This is an optimization exercise on Yosys and OpenROAD, whose aim is small area, a short achievable clock period and few clock cycles, not a production implementation. RTL that was checked went through simulation tests only; none was proved equivalent to the original. The clock port is modelled as an ideal driver, which makes a skipped or thinned clock tree look cheaper than it is; a real chip needs a root buffer or a tree. Power and IR drop assume default switching activity.

==> flow/design.v <==
`timescale 1ps/1ps
module Conv(
    input clk,
    input rst,
    input in_st,
    input [7:0] din,
    output reg [15:0] dout,
    output reg out_st
);
reg [7:0] pix [0:14];
reg [9:0] upart, vreg, va;
reg [11:0] hpart;
reg [10:0] r_sr [0:9];
wire [12:0] hfull = add12(hpart, {2'b00, vreg});
wire [10:0] hsum = hfull[11:1];
reg [6:0] cnt;
integer i;
function [12:0] add12;
    input [11:0] a;
    input [11:0] b;
    integer i, k;
    reg [3:0] s0, s1;
    reg k0, k1, c, p;
    begin
        c = 1'b0;
        for (k = 0; k < 3; k = k + 1) begin
            k0 = 1'b0;
            k1 = 1'b1;
            for (i = 0; i < 4; i = i + 1) begin
                p = a[4*k+i] ^ b[4*k+i];
                s0[i] = p ^ k0;
                s1[i] = p ^ k1;
                k0 = (a[4*k+i] & b[4*k+i]) | (k0 & p);
                k1 = (a[4*k+i] & b[4*k+i]) | (k1 & p);
            end
            add12[4*k +: 4] = c ? s1 : s0;
            c = c ? k1 : k0;
        end
        add12[12] = c;
    end
endfunction
always @(posedge clk) begin
    pix[0] <= din;
    for (i = 1; i < 15; i = i + 1)
        pix[i] <= pix[i-1];
    upart <= add12({3'b000, pix[6], 1'b0}, {4'b0000, pix[14]});
    vreg <= upart + {2'b00, din};
    va <= vreg;
    hpart <= add12({1'b0, vreg, 1'b0}, {2'b00, va});
    r_sr[0] <= hsum;
    for (i = 1; i < 10; i = i + 1)
        r_sr[i] <= r_sr[i-1];
end
wire row5 = (cnt < 7'd30) || (cnt >= 7'd60);
reg [10:0] rdel;
always @(*) begin
    if (cnt < 7'd36)      rdel = r_sr[9];
    else if (cnt < 7'd42) rdel = r_sr[7];
    else if (cnt < 7'd48) rdel = r_sr[5];
    else if (cnt < 7'd54) rdel = r_sr[3];
    else                  rdel = r_sr[1];
end
wire [10:0] rsel = row5 ? hsum : rdel;
always @(posedge clk) begin
    dout <= {5'b00000, rsel};
end
always @(posedge clk) begin
    if (rst) begin
        cnt <= 7'd0;
        out_st <= 1'b0;
    end
    else begin
        if (in_st)
            cnt <= 7'd1;
        else if (cnt != 7'd0)
            cnt <= cnt + 7'd1;
        out_st <= (cnt == 7'd29);
    end
end
endmodule
Settings: LEC_CHECK=0, ABC_AREA=1, CAP_MARGIN=20, CORE_MARGIN=2, CORE_UTILIZATION=40, SETUP_SLACK_MARGIN=4.0, SLEW_MARGIN=20; clock period 6.0 ns.
standard.sh (not shown) runs the stock make flow with config.mk's settings and CLKGATE_MAP_FILE= SYNTH_SCRIPT=/design/flow/synth_recipe.tcl, a recipe that flattens the netlist after the stock synthesis.
==> flow/flow/run.sh <==
#!/bin/bash
# Standard ORFS layout with these changes:
#  - the clock tree is built by flow/mantree.tcl (four root buffers, each
#    driving four leaf buffers) instead of ORFS's CTS;
#  - synthesis leaves adders to ABC instead of mapping them to full-adder cells;
#  - every input and output port gets a buf_2 buffer (instead of the slow
#    delay buffer buffer_ports picks by default); timing repair may resize it.
set -euo pipefail
HERE=$(cd "$(dirname "${BASH_SOURCE[0]}")" && pwd)
export PRE_CTS_TCL=$HERE/pre_cts.tcl
export MT_NX=4 MT_NY=4 MT_NROOT=4 MT_LEAF=sky130_fd_sc_hd__clkbuf_8 MT_ROOT=sky130_fd_sc_hd__clkbuf_8
bash standard.sh finish ADDER_MAP_FILE= \
  "BUFFER_PORTS_ARGS=-buffer_cell sky130_fd_sc_hd__buf_2" > orfs_flow.log 2>&1
Other scripts of this flow, unchanged in this note and not shown: flow/flow/mantree.tcl, flow/flow/pre_cts.tcl
Next try:
--- a/flow/design.v
+++ b/flow/design.v
@@ -8,5 +8,5 @@
     output reg out_st
 );
-reg [7:0] pix [0:14];
+reg [7:0] pix [0:15];
 reg [9:0] upart, vreg, va;
 reg [11:0] hpart;
@@ -42,8 +42,8 @@
 always @(posedge clk) begin
     pix[0] <= din;
-    for (i = 1; i < 15; i = i + 1)
+    for (i = 1; i < 16; i = i + 1)
         pix[i] <= pix[i-1];
-    upart <= add12({3'b000, pix[6], 1'b0}, {4'b0000, pix[14]});
-    vreg <= upart + {2'b00, din};
+    upart <= add12({3'b000, pix[7], 1'b0}, {4'b0000, pix[15]});
+    vreg <= add12({2'b00, upart}, {4'b0000, pix[0]});
     va <= vreg;
     hpart <= add12({1'b0, vreg, 1'b0}, {2'b00, va});
@@ -52,11 +52,11 @@
         r_sr[i] <= r_sr[i-1];
 end
-wire row5 = (cnt < 7'd30) || (cnt >= 7'd60);
+wire row5 = (cnt < 7'd31) || (cnt >= 7'd61);
 reg [10:0] rdel;
 always @(*) begin
-    if (cnt < 7'd36)      rdel = r_sr[9];
-    else if (cnt < 7'd42) rdel = r_sr[7];
-    else if (cnt < 7'd48) rdel = r_sr[5];
-    else if (cnt < 7'd54) rdel = r_sr[3];
+    if (cnt < 7'd37)      rdel = r_sr[9];
+    else if (cnt < 7'd43) rdel = r_sr[7];
+    else if (cnt < 7'd49) rdel = r_sr[5];
+    else if (cnt < 7'd55) rdel = r_sr[3];
     else                  rdel = r_sr[1];
 end
@@ -75,5 +75,5 @@
         else if (cnt != 7'd0)
             cnt <= cnt + 7'd1;
-        out_st <= (cnt == 7'd29);
+        out_st <= (cnt == 7'd30);
     end
 end
Effect: The changed run produced a clean layout; critical path depth goes down by 14; die area increases by 2.1%; first-iteration DRC count is lower by about 40%; worst setup slack improves by 0.30 ns; maximum frequency goes up by about 15%; cell count went up by 1.9%; combinational power came out lower by 6.3%; global-route usage increases by 0.21 points; core utilization goes down by 1.2 points; design area went up by about 0.64%; synthesized area is higher by about 2.2%; clock skew barely changes; power climbs by about 0.65%; clock power came out higher by about 3%.
Testbench counts after the change, summed over its fixed seeds: cycles 6,264.
No functional check of the RTL was part of the first run of this note. In every run of this note, the design's own scripts or RTL, not TritonCTS, make the clock network.

Setup of run 1:
Conv, a different RTL version from the one above (not shown whole).
Size: ~630 cells after synthesis, ~300 flip-flops, ~28 I/O pins.
==> module Conv, before the edit <==
module Conv(
    input clk,
    input rst,
    input in_st,
    input [7:0] din,
    output reg [15:0] dout,
    output reg out_st
);
reg [7:0] pix [0:15];
reg [9:0] upart, vreg, va;
reg [10:0] hpart;
reg hodd;
reg [10:0] r_sr [0:9];
wire [12:0] hfull = add12({1'b0, hpart}, {3'b000, vreg[9:1]}, hodd & vreg[0]);
wire [10:0] hsum = hfull[10:0];
reg [6:0] cnt;
integer i;
function [12:0] add12;
    input [11:0] a;
    input [11:0] b;
    input ci;
    integer i, k;
    reg [3:0] s0, s1;
    reg k0, k1, c, p;
    begin
        c = ci;
        for (k = 0; k < 3; k = k + 1) begin
            k0 = 1'b0;
            k1 = 1'b1;
            for (i = 0; i < 4; i = i + 1) begin
                p = a[4*k+i] ^ b[4*k+i];
                s0[i] = p ^ k0;
                s1[i] = p ^ k1;
                k0 = (a[4*k+i] & b[4*k+i]) | (k0 & p);
                k1 = (a[4*k+i] & b[4*k+i]) | (k1 & p);
            end
            add12[4*k +: 4] = c ? s1 : s0;
            c = c ? k1 : k0;
        end
        add12[12] = c;
    end
endfunction
always @(posedge clk) begin
    pix[0] <= din;
    for (i = 1; i < 16; i = i + 1)
        pix[i] <= pix[i-1];
    upart <= add12({3'b000, pix[7], 1'b0}, {4'b0000, pix[15]}, 1'b0);
    vreg <= add12({2'b00, upart}, {4'b0000, pix[0]}, 1'b0);
    va <= vreg;
    hpart <= add12({2'b00, vreg}, {3'b000, va[9:1]}, 1'b0);
    hodd <= va[0];
    r_sr[0] <= hsum;
    for (i = 1; i < 10; i = i + 1)
        r_sr[i] <= r_sr[i-1];
end
wire row5 = (cnt < 7'd31) || (cnt >= 7'd61);
wire s0 = (cnt < 7'd37);
wire s1 = !s0 && (cnt < 7'd43);
wire s2 = (cnt >= 7'd43) && (cnt < 7'd49);
wire s3 = (cnt >= 7'd49) && (cnt < 7'd55);
wire s4 = (cnt >= 7'd55);
wire [10:0] rdel = ({11{s0}} & r_sr[9]) | ({11{s1}} & r_sr[7]) | ({11{s2}} & r_sr[5])
                 | ({11{s3}} & r_sr[3]) | ({11{s4}} & r_sr[1]);
wire [10:0] rsel = row5 ? hsum : rdel;
always @(posedge clk) begin
    dout <= {5'b00000, rsel};
end
always @(posedge clk) begin
    if (rst) begin
        cnt <= 7'd0;
        out_st <= 1'b0;
    end
    else begin
        if (in_st)
            cnt <= 7'd1;
        else if (cnt != 7'd0)
            cnt <= cnt + 7'd1;
        out_st <= (cnt == 7'd30);
    end
end
endmodule
Settings: LEC_CHECK=0, ABC_AREA=1, CAP_MARGIN=20, CORE_MARGIN=2, CORE_UTILIZATION=65, SETUP_SLACK_MARGIN=4.0, SLEW_MARGIN=20; clock period 6.0 ns.
Scripts as last shown in full above: flow/flow/run.sh
Other scripts of this flow, unchanged in this note and not shown: flow/flow/mantree.tcl, flow/flow/pre_cts.tcl
Inputs modified between run 1 and run 2:
--- a/flow/design.v
+++ b/flow/design.v
@@ -6,28 +6,26 @@
     input [7:0] din,
     output reg [15:0] dout,
     output reg out_st
 );
 reg [7:0] pix [0:15];
 reg [9:0] upart, vreg, va;
-reg [10:0] hpart;
-reg hodd;
+reg [11:0] hpart;
 reg [10:0] r_sr [0:9];
-wire [12:0] hfull = add12({1'b0, hpart}, {3'b000, vreg[9:1]}, hodd & vreg[0]);
-wire [10:0] hsum = hfull[10:0];
+wire [12:0] hfull = add12(hpart, {2'b00, vreg});
+wire [10:0] hsum = hfull[11:1];
 reg [6:0] cnt;
 integer i;
 function [12:0] add12;
     input [11:0] a;
     input [11:0] b;
-    input ci;
     integer i, k;
     reg [3:0] s0, s1;
     reg k0, k1, c, p;
     begin
-        c = ci;
+        c = 1'b0;
         for (k = 0; k < 3; k = k + 1) begin
             k0 = 1'b0;
             k1 = 1'b1;
             for (i = 0; i < 4; i = i + 1) begin
                 p = a[4*k+i] ^ b[4*k+i];
                 s0[i] = p ^ k0;
@@ -42,17 +40,16 @@
     end
 endfunction
 always @(posedge clk) begin
     pix[0] <= din;
     for (i = 1; i < 16; i = i + 1)
         pix[i] <= pix[i-1];
-    upart <= add12({3'b000, pix[7], 1'b0}, {4'b0000, pix[15]}, 1'b0);
-    vreg <= add12({2'b00, upart}, {4'b0000, pix[0]}, 1'b0);
+    upart <= add12({3'b000, pix[7], 1'b0}, {4'b0000, pix[15]});
+    vreg <= add12({2'b00, upart}, {4'b0000, pix[0]});
     va <= vreg;
-    hpart <= add12({2'b00, vreg}, {3'b000, va[9:1]}, 1'b0);
-    hodd <= va[0];
+    hpart <= add12({1'b0, vreg, 1'b0}, {2'b00, va});
     r_sr[0] <= hsum;
     for (i = 1; i < 10; i = i + 1)
         r_sr[i] <= r_sr[i-1];
 end
 wire row5 = (cnt < 7'd31) || (cnt >= 7'd61);
 wire s0 = (cnt < 7'd37);
--- outcome ---
Of the two candidates, run 1 has the better core area and run 2 the worse one.
Lower number of fill cells among run 2 and run 1: run 1
Internal power contribution down 0.017 mW in run 2 wrt run 1
For run 1, the endpoint of the most critical setup path was dout[1], unlike run 2, where it was dout[8].
Relative to run 1, clock power has gone down in run 2.
~same final period utilization in run 2 and run 1
Against run 1, run 2 comes in about 1.5% higher on cell count.
From run 1 to run 2 the numbers moved as follows: sequential share of layout area went down 0.25 points, wire length went up, buffer count from post-CTS setup fixing +4.
Between run 2 and run 1, the difference in post-synthesis adder-cell area fraction is negligible.
In run 2, the worst setup slack after placement came out 0.064 ns below the value in run 1.
Min logic gate share of total power across run 2 and run 1: run 2
Between run 2 and run 1, the area after synthesis is lower for run 1.
The lower worst setup slack came out of run 2.
Testbench counts of run 2, summed over its fixed seeds: cycles 6,264.
Only the layout flow was run in run 1; the RTL was not checked for function there. No run of this note takes its clock network from TritonCTS; it comes from the design's own scripts or RTL.

## what the ideal ports hide
The results above use ideal ports. As a check the final layouts listed here were re-extracted and re-timed, cells and wires unchanged.
Step 1 (the two cells are an assumption about what drives the block):
set clk [get_ports {clk}]
set_driving_cell -lib_cell sky130_fd_sc_hd__clkbuf_16 $clk
set_driving_cell -lib_cell sky130_fd_sc_hd__buf_2 [delete_from_list [all_inputs] $clk]
Step 2 adds t to the input delays and takes it off the output delays; t is the mean of the earliest and latest rising clock arrival at the registers after step 1. Input paths then give back, and output paths get back, about the clock's delay inside the block.
Slacks: ideal / step 1 / step 2; pairs: ideal / step 1.
run | t (ns) | slack for setup (ns) | worst setup path after step 2 | worst register clock-pin slew, ns
the first run of note 1 | 0.374 | 3.701 / 3.727 / 3.353 | input to register | 0.11 / 0.11
the second run of note 1 | 0.382 | 4.005 / 3.940 / 4.061 | input to register | 0.12 / 0.12
run 1 | 0.368 | 4.027 / 3.968 / 4.025 | input to register | 0.11 / 0.11
run 2 | 0.367 | 4.023 / 3.966 / 4.060 | input to register | 0.11 / 0.11
After both steps every run listed still meets setup and hold. The setup slack of the first run of note 1, which loses most, moves by +0.026 ns with the drivers and by -0.348 ns with both steps.
